Background: an optimization exercise with open tools, aiming at small area, a short achievable clock period and few clock cycles. Do not read the settings as production practice.
RTL that was checked went through simulation tests only; none was proved equivalent to the original.
No activity file was given, so power comes from the tool's default toggle rates.

==> flow/design.v <==
`timescale 1 ns / 1 ps
module Sobel (
    input         ap_clk,
    input         ap_rst,
    input         ap_start,
    output        ap_done,
    output        ap_idle,
    output        ap_ready,
    input  [31:0] p_src_mat_rows_read,
    input  [31:0] p_src_mat_cols_read,
    output [11:0] p_src_mat_data_V_address0,
    output        p_src_mat_data_V_ce0,
    input  [7:0]  p_src_mat_data_V_q0,
    output [11:0] p_dst_matx_data_V_address0,
    output        p_dst_matx_data_V_ce0,
    output        p_dst_matx_data_V_we0,
    output [7:0]  p_dst_matx_data_V_d0,
    output [11:0] p_dst_maty_data_V_address0,
    output        p_dst_maty_data_V_ce0,
    output        p_dst_maty_data_V_we0,
    output [7:0]  p_dst_maty_data_V_d0
);
localparam NS = 4;             
localparam H  = 1 << NS;       
localparam PW = NS + 1;        
wire [12:0] R_in = p_src_mat_rows_read[12:0];
wire [6:0]  C_in = p_src_mat_cols_read[6:0];
wire [12:0] R_m3  = R_in - 2'd3;
wire [7:0]  kc_in = (R_in <= 13'd2) ? 8'd0 : R_m3[NS +: 8];
wire [PW-1:0] vll_in = (R_in <= 13'd2) ? 1'b1 : {1'b0, R_m3[NS-1:0]} + 1'b1;
reg          busy;             
reg          run;              
reg  [5:0]   cm1;              
reg  [6:0]   cc;               
reg  [7:0]   kc;               
reg  [PW-1:0] vll;             
reg          nfull;            
reg          last;             
reg  [PW-1:0] vlen;            
reg  [PW-1:0] p;               
reg          colend;           
reg          cn;               
reg          r1;               
reg          bub;              
reg  [5:0]   cr;               
reg          lastcol;          
reg          col0, col1;       
reg          c1;               
reg          k_row, k_col, k_new;   
reg          k_ci;             
reg          flush;            
reg          ovl;              
reg          s0;               
reg          t0;               
reg  [11:0]  rd;               
reg  [11:0]  cb;               
reg          rdce;
wire accept  = !busy && ap_start;
wire st_new  = colend && (flush ? !last : (lastcol && !last && nfull));   
wire st_fl   = colend && !flush && lastcol && (last || !nfull);            
wire st_col  = colend && !flush && !lastcol;                               
wire st_end  = colend && flush && last;
wire ext     = flush && last && !bub;
wire [11:0] rd_row = rd + {5'd0, cc};
wire [11:0] rd_col = cb + 1'b1;
wire [11:0] rd_str = rd + ~{5'd0, cm1, 1'b1} + k_ci;
wire [11:0] rd_n   = ({12{k_row}} & rd_row) | ({12{k_col}} & rd_col) | ({12{k_new}} & rd_str);
wire         n_run    = run && !st_end;
wire         n_flush  = st_fl ? 1'b1 : st_new ? 1'b0 : flush;
wire         n_last   = st_new ? (kc == 8'd1) : last;
wire [PW-1:0] n_p     = colend ? {PW{1'b0}} : p + 1'b1;
wire         n_colend = !colend && (p == vlen);
wire         n_cn     = !colend && !cn && (p == vlen);
wire         n_kcol   = n_colend && !flush && (!lastcol || last || !nfull);
wire         n_knew   = n_colend && (flush ? !last : (lastcol && !last && nfull));
always @(posedge ap_clk) begin
    if (ap_rst) begin
        busy <= 1'b0;
        run  <= 1'b0;
        rdce <= 1'b0;
        k_row <= 1'b0;
        k_col <= 1'b0;
        k_new <= 1'b0;
    end else if (accept) begin
        busy <= 1'b1;
        run  <= 1'b1;
        rdce <= 1'b1;
        k_row <= 1'b1;
        k_col <= 1'b0;
        k_new <= 1'b0;
    end else begin
        k_row <= n_run && !(ext ? cn : n_colend);
        k_col <= n_run && n_kcol;
        k_new <= n_run && n_knew;
        if (ap_done) busy <= 1'b0;
        run  <= n_run;
        rdce <= n_run && !n_flush && !(bub && (n_p[1] || (r1 && n_p[0])));
    end
end
always @(posedge ap_clk) begin
    cm1 <= C_in[5:0] - 1'b1;
    cc  <= C_in;
    c1  <= (C_in[5:0] == 6'd1);
    r1  <= (R_in == 13'd1);
    bub <= (R_in <= 13'd2);
    vll <= vll_in;
end
always @(posedge ap_clk) begin
    nfull <= (kc != 8'd1) || vll[NS];
    if (accept) begin
        kc     <= kc_in;
        last   <= (kc_in == 8'd0);
        vlen   <= (kc_in == 8'd0) ? vll_in : H;
        cn     <= 1'b0;
        p      <= 0;
        colend <= 1'b0;
        flush  <= 1'b0;
        ovl    <= 1'b0;
        s0     <= 1'b1;
        t0     <= 1'b1;
        cb     <= 12'd0;
        cr     <= C_in[5:0] - 1'b1;
        lastcol <= (C_in[5:0] == 6'd1);
        col0   <= 1'b1;
        col1   <= 1'b0;
        k_ci   <= 1'b1;
    end else begin
        k_ci   <= !(n_knew && flush);
        p      <= n_p;
        colend <= ext ? cn : n_colend;
        cn     <= n_cn;
        flush  <= n_flush;
        last   <= n_last;
        if (k_col) cb <= rd_col;
        if (k_new) cb <= rd_str;
        if (st_new) begin
            kc   <= kc - 1'b1;
            vlen <= (kc == 8'd1) ? vll : H;
            s0   <= 1'b0;
            cr   <= cm1;
            lastcol <= c1;
            col0 <= 1'b1;
            col1 <= 1'b0;
            ovl  <= !flush;
            t0   <= s0;
        end
        if (st_fl || st_col) begin
            cr   <= cr - 1'b1;
            lastcol <= (cr == 6'd1);
            col0 <= 1'b0;
            col1 <= col0;
            ovl  <= 1'b0;
            t0   <= s0;
        end
    end
end
always @(posedge ap_clk) rd <= rd_n;
assign p_src_mat_data_V_address0 = rd;
assign p_src_mat_data_V_ce0      = rdce;
wire m_bot    = last && !bub && ((p == 0 && !col0 && !col1) || (flush && colend));
wire m_valid  = run && (((!col0 || ovl) && ((p >= 2) || (p == 1 && t0)) && !(r1 && p[1])) || m_bot);
wire m_top    = t0 && (p == 1);
wire m_left   = ovl ? c1 : col1;
wire m_last   = run && st_end;
wire m_fcol   = t0 ? (p == 1) : (p == 2);
wire m_fstrip = m_left && !t0;
wire m_first  = m_left && t0 && (p == 1);    
reg m1_bot, m2_bot, m3_bot;
reg m1_valid, m1_top, m1_left, m1_right, m1_last, m1_fcol, m1_fstrip, m1_first;
reg m2_valid, m2_right, m2_last, m2_fcol, m2_fstrip, m2_first;
reg m3_valid, m3_right, m3_last;
reg w_row, w_col, w_str, w_hold, w_keep;
reg ce_d1;
always @(posedge ap_clk) begin
    if (ap_rst) begin
        m1_valid <= 1'b0; m1_last <= 1'b0;
        m2_valid <= 1'b0; m2_last <= 1'b0;
        m3_valid <= 1'b0; m3_last <= 1'b0;
        ce_d1 <= 1'b0;
    end else begin
        m1_valid <= m_valid;  m1_last <= m_last;
        m2_valid <= m1_valid; m2_last <= m1_last;
        m3_valid <= m2_valid; m3_last <= m2_last;
        ce_d1 <= rdce;
    end
end
always @(posedge ap_clk) begin
    m1_bot <= m_bot; m2_bot <= m1_bot;
    m1_top <= m_top; m1_left <= m_left; m1_right <= ovl; m1_fcol <= m_fcol; m1_fstrip <= m_fstrip; m1_first <= m_first;
    m2_right <= m1_right; m2_fcol <= m1_fcol; m2_fstrip <= m1_fstrip; m2_first <= m1_first;
    m3_right <= m2_right; m3_bot <= m2_bot;
    w_row  <= m2_valid && !m2_fcol;
    w_col  <= m2_valid && m2_fcol && !m2_fstrip && !m2_first;
    w_str  <= m2_valid && m2_fcol && m2_fstrip;
    w_hold <= !m2_valid;
    w_keep <= !(m2_valid && m2_fcol);
end
reg  [NS-1:0] sen;
wire [PW-1:0] vlen1 = vlen - 1'b1;
always @(posedge ap_clk) sen <= vlen1[NS-1:0];
reg [7:0] e0, e1, e2, f0, f1, f2, g0, g1, g2;
reg [7:0] e0m, g0m;
reg [8*H-1:0] va, vb;
wire [7:0] ca [0:NS];
wire [7:0] cv [0:NS];
assign ca[0] = va[7:0];
assign cv[0] = vb[7:0];
genvar gi, gj;
generate
    for (gi = 0; gi < NS; gi = gi + 1) begin : seg
        localparam integer LEN  = 1 << gi;
        localparam integer BASE = 1 << gi;
        always @(posedge ap_clk) begin
            va[8*BASE +: 8] <= ca[gi];
            vb[8*BASE +: 8] <= cv[gi];
        end
        for (gj = 1; gj < LEN; gj = gj + 1) begin : st
            always @(posedge ap_clk) begin
                va[8*(BASE+gj) +: 8] <= va[8*(BASE+gj-1) +: 8];
                vb[8*(BASE+gj) +: 8] <= vb[8*(BASE+gj-1) +: 8];
            end
        end
        assign ca[gi+1] = sen[gi] ? va[8*(BASE+LEN-1) +: 8] : ca[gi];
        assign cv[gi+1] = sen[gi] ? vb[8*(BASE+LEN-1) +: 8] : cv[gi];
    end
endgenerate
always @(posedge ap_clk) begin
    va[7:0] <= e1;
    vb[7:0] <= f1;
end
always @(posedge ap_clk) begin
    e0 <= ce_d1 ? p_src_mat_data_V_q0 : 8'd0;
    e0m <= (ce_d1 && !m1_bot && !m1_right) ? p_src_mat_data_V_q0 : 8'd0;
    g0m <= (m1_left || m1_bot) ? 8'd0 : cv[NS];
    e1 <= e0;
    e2 <= (m1_top || m1_right) ? 8'd0 : e1;
    f0 <= ca[NS];
    f1 <= f0;
    f2 <= m1_top ? 8'd0 : f1;
    g0 <= m1_left ? 8'd0 : cv[NS];
    g1 <= g0;
    g2 <= m1_top ? 8'd0 : g1;
end
reg [9:0] sxp, sxm, syp, sym;
always @(posedge ap_clk) begin
    sxp <= {2'd0, e2} + {1'd0, e1, 1'b0} + {2'd0, e0m};
    sxm <= {2'd0, g2} + {1'd0, g1, 1'b0} + {2'd0, g0m};
    syp <= {2'd0, g0} + {1'd0, f0, 1'b0} + {2'd0, e0m};
    sym <= {2'd0, g2} + {1'd0, f2, 1'b0} + {2'd0, e2};
end
wire [10:0] gx = {1'b0, sxp} - {1'b0, sxm};
wire [10:0] gy = {1'b0, syp} - {1'b0, sym};
wire [7:0] cx = (gx[10] || m3_right) ? 8'd0 : (|gx[9:8]) ? 8'd255 : gx[7:0];
wire [7:0] cy = (gy[10] || m3_bot) ? 8'd0 : (|gy[9:8]) ? 8'd255 : gy[7:0];
reg [7:0]  ox, oy;
reg [11:0] oa, wcb;
reg        owe, odone;
wire [11:0] oa_row = oa + {5'd0, cc};
wire [11:0] oa_str = oa + 1'b1;
wire [11:0] oa_col = wcb + 1'b1;
wire [11:0] oa_n = ({12{w_row}} & oa_row) | ({12{w_col}} & oa_col) | ({12{w_str}} & oa_str) | ({12{w_hold}} & oa);
wire [11:0] wcb_n = ({12{w_col}} & oa_col) | ({12{w_str}} & oa_str) | ({12{w_keep}} & wcb);
always @(posedge ap_clk) begin
    ox <= cx;
    oy <= cy;
    wcb <= wcb_n;
    oa  <= oa_n;
end
always @(posedge ap_clk) begin
    if (ap_rst) begin
        owe   <= 1'b0;
        odone <= 1'b0;
    end else begin
        owe   <= m3_valid;
        odone <= m3_last;
    end
end
assign p_dst_matx_data_V_address0 = oa;
assign p_dst_matx_data_V_ce0      = owe;
assign p_dst_matx_data_V_we0      = owe;
assign p_dst_matx_data_V_d0       = ox;
assign p_dst_maty_data_V_address0 = oa;
assign p_dst_maty_data_V_ce0      = owe;
assign p_dst_maty_data_V_we0      = owe;
assign p_dst_maty_data_V_d0       = oy;
assign ap_done  = odone;
assign ap_ready = odone;
assign ap_idle  = !busy && !ap_start;
endmodule
Settings: LEC_CHECK=0, CAP_MARGIN=20, CORE_MARGIN=2, CORE_UTILIZATION=55, CTS_CLUSTER_DIAMETER=80, CTS_CLUSTER_SIZE=32, SETUP_SLACK_MARGIN=2.7, SLEW_MARGIN=20, BUFFER_PORTS_ARGS=-buffer_cell sky130_fd_sc_hd__buf_1; clock period 5.0 ns.
standard.sh (not shown) runs the stock make flow with config.mk's settings and CLKGATE_MAP_FILE= SYNTH_SCRIPT=/design/flow/synth_recipe.tcl, a recipe that flattens the netlist after the stock synthesis.
==> flow/flow/run.sh <==
#!/bin/bash
# Standard layout flow; only the cell used to buffer the ports is chosen
# (sky130_fd_sc_hd__buf_1 instead of the tool's default pick).
set -o pipefail
cp standard.sh standard_sh_copy.log
cp config.mk config_orig.log
echo 'export BUFFER_PORTS_ARGS = -buffer_cell sky130_fd_sc_hd__buf_1' >> config.mk
bash standard.sh > standard_run.log 2>&1
Testbench counts at the start, summed over its fixed seeds: cycles 82,208.
Change:
--- a/flow/design.v
+++ b/flow/design.v
@@ -25,16 +25,14 @@
 localparam PW = NS + 1;        
 wire [12:0] R_in = p_src_mat_rows_read[12:0];
 wire [6:0]  C_in = p_src_mat_cols_read[6:0];
-wire [12:0] R_m3  = R_in - 2'd3;
-wire [7:0]  kc_in = (R_in <= 13'd2) ? 8'd0 : R_m3[NS +: 8];
-wire [PW-1:0] vll_in = (R_in <= 13'd2) ? 1'b1 : {1'b0, R_m3[NS-1:0]} + 1'b1;
 reg          busy;             
 reg          run;              
 reg  [5:0]   cm1;              
 reg  [6:0]   cc;               
-reg  [7:0]   kc;               
-reg  [PW-1:0] vll;             
+reg  [12:0]  rem;              
 reg          nfull;            
+reg          nlast;            
+reg  [PW-1:0] nvlen;           
 reg          last;             
 reg  [PW-1:0] vlen;            
 reg  [PW-1:0] p;               
@@ -67,7 +65,7 @@
 wire [11:0] rd_n   = ({12{k_row}} & rd_row) | ({12{k_col}} & rd_col) | ({12{k_new}} & rd_str);
 wire         n_run    = run && !st_end;
 wire         n_flush  = st_fl ? 1'b1 : st_new ? 1'b0 : flush;
-wire         n_last   = st_new ? (kc == 8'd1) : last;
+wire         n_last   = st_new ? nlast : last;
 wire [PW-1:0] n_p     = colend ? {PW{1'b0}} : p + 1'b1;
 wire         n_colend = !colend && (p == vlen);
 wire         n_cn     = !colend && !cn && (p == vlen);
@@ -98,19 +96,16 @@
     end
 end
 always @(posedge ap_clk) begin
-    cm1 <= C_in[5:0] - 1'b1;
-    cc  <= C_in;
-    c1  <= (C_in[5:0] == 6'd1);
-    r1  <= (R_in == 13'd1);
-    bub <= (R_in <= 13'd2);
-    vll <= vll_in;
-end
-always @(posedge ap_clk) begin
-    nfull <= (kc != 8'd1) || vll[NS];
+    nfull <= (rem >= 2*H + 2);
+    nlast <= (rem <= 2*H + 2);
+    nvlen <= (rem <= 2*H + 2) ? rem[PW-1:0] - (H + 2) : H;
     if (accept) begin
-        kc     <= kc_in;
-        last   <= (kc_in == 8'd0);
-        vlen   <= (kc_in == 8'd0) ? vll_in : H;
+        cm1    <= C_in[5:0] - 1'b1;
+        rem    <= R_in;
+        last   <= (R_in <= H + 2);
+        vlen   <= (R_in <= H + 2) ? ((R_in <= 13'd2) ? 1'b1 : R_in[PW-1:0] - 2'd2) : H;
+        r1     <= (R_in == 13'd1);
+        bub    <= (R_in <= 13'd2);
         cn     <= 1'b0;
         p      <= 0;
         colend <= 1'b0;
@@ -119,8 +114,10 @@
         s0     <= 1'b1;
         t0     <= 1'b1;
         cb     <= 12'd0;
+        cc     <= C_in;
         cr     <= C_in[5:0] - 1'b1;
         lastcol <= (C_in[5:0] == 6'd1);
+        c1     <= (C_in[5:0] == 6'd1);
         col0   <= 1'b1;
         col1   <= 1'b0;
         k_ci   <= 1'b1;
@@ -134,8 +131,8 @@
         if (k_col) cb <= rd_col;
         if (k_new) cb <= rd_str;
         if (st_new) begin
-            kc   <= kc - 1'b1;
-            vlen <= (kc == 8'd1) ? vll : H;
+            rem  <= rem - H;
+            vlen <= nvlen;
             s0   <= 1'b0;
             cr   <= cm1;
             lastcol <= c1;
Power decreases by a few percent.
Synthesized area rose slightly.
Worst hold slack gains 0.0095 ns.
Routed wire length stays flat.
Global-route usage drops by 0.44 points.
Sequential share of layout area goes up by 1.5 points.
The RTL of the second run of this note was laid out without a check of its function.

re-timing with driven ports:
The results above use ideal ports. As a check the final layouts listed here were re-extracted and re-timed, cells and wires unchanged.
Step 1: set_driving_cell puts a clkbuf_16 on ap_clk and a buf_2 on each other input, an assumption about the parent block.
Step 2 also shifts input and output timing later by t, the mid clock arrival at the registers, as if the neighbouring blocks saw the same clock.
a / b / c = ideal ports / drivers / drivers and shift; a / b = the first two.
run | t, ns | setup WS [ns] | hold slack, ns
the first run | 0.614 | 2.640 / 2.640 / 2.076 | 0.323 / 0.323 / 0.323
the second run | 0.605 | 2.635 / 2.635 / 2.172 | 0.332 / 0.332 / 0.332
After both steps setup and hold are still met in every run listed. The setup slack of the first run, which loses most, moves by 0.000 ns with the drivers and by -0.564 ns with both steps.
